What follows belongs to an exercise in optimizing a design on an open flow for small area and a short achievable clock period; a production flow would make more cautious choices.
Function was checked by simulation only, so behaviour that the tests miss may differ from the original.
Power is estimated from default activity; no workload was simulated.

// framer_o
module framer_o(
    input mclk,  
    input wclk,
    input [23:0] chan1,
    input [23:0] chan2,
    input [23:0] chan3,
    input [23:0] chan4,
    input [23:0] chan5,
    input [23:0] chan6,
    input [23:0] chan7,
    input [23:0] chan8,
    input [3:0] user,
    output reg adat
);
Settings: LEC_CHECK=0, CAP_MARGIN=20, CORE_MARGIN=2, CORE_UTILIZATION=40, PLACE_DENSITY=0.6, SETUP_SLACK_MARGIN=4.1, SLEW_MARGIN=20, SYNTH_HIERARCHICAL=1; clock period 6.0 ns.
standard.sh (not shown) runs the stock make flow with config.mk's settings and CLKGATE_MAP_FILE= SYNTH_SCRIPT=/design/flow/synth_recipe.tcl, a recipe that flattens the netlist after the stock synthesis.
==> flow/flow/run.sh <==
#!/bin/bash
# The standard layout, with plain buf_1 cells as the port buffers
set -euo pipefail
bash standard.sh "BUFFER_PORTS_ARGS=-buffer_cell sky130_fd_sc_hd__buf_1" finish > standard_flow.log 2>&1
Rerun with:
==> flow/flow/run.sh (replaced) <==
#!/bin/bash
# The standard layout, with plain buf_1 cells as the port buffers and
# each channel's input pins kept together (flow/io.tcl)
set -euo pipefail
bash standard.sh "BUFFER_PORTS_ARGS=-buffer_cell sky130_fd_sc_hd__buf_1" \
  "IO_CONSTRAINTS=$PWD/flow/io.tcl" \
  finish > standard_flow.log 2>&1
==> flow/flow/io.tcl (new file) <==
# Keep each channel's input pins together, in bit order, so that each
# channel's selection logic can sit next to its pins.
for {set c 1} {$c <= 8} {incr c} {
  set names {}
  for {set i 0} {$i < 24} {incr i} {
    lappend names "chan${c}\[$i\]"
  }
  set_io_pin_constraint -group -order -pin_names $names
}
Combinational power is higher by about a fifth.
Routed wire length is higher by about a fifth.
Core utilization came out higher by 2.5 points.
Clock power rises by about a fifth.
Non-clock buffer count does not change.
Worst setup slack improves by 0.052 ns.
Final cell count does not change.
Clock-buffer cell count does not change.
Area after synthesis stays the same.
Rerun with:
==> flow/flow/run.sh (replaced) <==
#!/bin/bash
# The standard layout, with plain buf_1 cells as the port buffers and no
# dummy loads in the clock tree
set -euo pipefail
bash standard.sh "BUFFER_PORTS_ARGS=-buffer_cell sky130_fd_sc_hd__buf_1" \
  "CTS_ARGS=-sink_clustering_enable -repair_clock_nets -dont_use_dummy_load" \
  finish > standard_flow.log 2>&1
removed: flow/flow/io.tcl
Clock-buffer cell count does not change.
Total power fell by a little under a tenth.
Flip-flop and latch count is unchanged.
Global-route usage fell by 4.8 points.
Fmax fell by a few percent.
Worst setup slack loses 0.057 ns.
Register-to-register slack loses 0.09 ns.
Die area does not change.
Final area fell by a few percent.
Rerun with:
==> flow/flow/run.sh (replaced) <==
#!/bin/bash
# The standard layout, with plain buf_1 cells as the port buffers and
# each channel's input pins kept together (flow/io.tcl)
set -euo pipefail
bash standard.sh "BUFFER_PORTS_ARGS=-buffer_cell sky130_fd_sc_hd__buf_1" \
  "IO_CONSTRAINTS=$PWD/flow/io.tcl" \
  finish > standard_flow.log 2>&1
==> flow/flow/io.tcl (new file) <==
# Keep each channel's input pins together, in bit order, so that each
# channel's selection logic can sit next to its pins.
for {set c 1} {$c <= 8} {incr c} {
  set names {}
  for {set i 0} {$i < 24} {incr i} {
    lappend names "chan${c}\[$i\]"
  }
  set_io_pin_constraint -group -order -pin_names $names
}
Settings changed: SETUP_SLACK_MARGIN 4.1 to 3.95.
After rerunning: Design area rose by 0.64%; sequential share of layout area falls by 0.28 points; register-to-register slack got worse by 0.03 ns; maximum frequency is lower by 0.68%; critical path depth drops by 3; die area stays the same.
Rerun with:
==> flow/flow/run.sh (replaced) <==
#!/bin/bash
# The standard layout, with plain buf_1 cells as the port buffers
set -euo pipefail
bash standard.sh "BUFFER_PORTS_ARGS=-buffer_cell sky130_fd_sc_hd__buf_1" finish > standard_flow.log 2>&1
Settings changed: SETUP_SLACK_MARGIN 3.95 to 4.25.
removed: flow/flow/io.tcl
The changed run finished with timing, DRC and antenna clean.
Wire length decreases by roughly a tenth.
Worst setup slack improves by 0.031 ns.
Critical path depth increases by 3.
Rerun with:
Settings changed: PLACE_DENSITY 0.6 to 0.75, SETUP_SLACK_MARGIN 4.25 to 4.1.
Final cell count is unchanged. Maximum frequency drops slightly. Worst hold slack is about the same. Synthesized cell count is unchanged. Register-to-register slack is worse by 0.03 ns. Count of clock-buffer cells in the layout stays the same. Combinational power is about the same.

-- what the ideal ports hide --
No port has a modelled driver above. Below, the same layouts with a new extraction and two added sets of constraints. Step 1: set_driving_cell puts a clkbuf_16 on mclk and a buf_2 on each other input, an assumption about the parent block. Step 2 times the ports against the registers' clock, not the clock port: input delays grow and output delays shrink by t, the midpoint of the rising clock arrivals with the driver on. Three values: ideal ports, drivers, drivers and shift; two values: the first two.
run | shift t [ns] | setup slack, ns | worst slew at a driven data input, ns | cell pins on the clock port's net
the first run | 0.277 | 4.033 / 4.036 / 3.759 | 0.07 | 1
the second run | 0.299 | 4.084 / 4.059 / 3.929 | 0.05 | 1
the third run | 0.279 | 4.027 / 4.030 / 3.751 | 0.07 | 1
the fourth run | 0.304 | 4.014 / 3.985 / 3.892 | 0.05 | 1
the fifth run | 0.287 | 4.045 / 4.050 / 3.763 | 0.06 | 1
the sixth run | 0.293 | 4.024 / 4.031 / 3.738 | 0.06 | 1
After both steps every run listed still meets setup and hold. For the sixth run, which loses most, drivers alone change the setup slack by +0.007 ns; drivers and shift together by -0.286 ns.
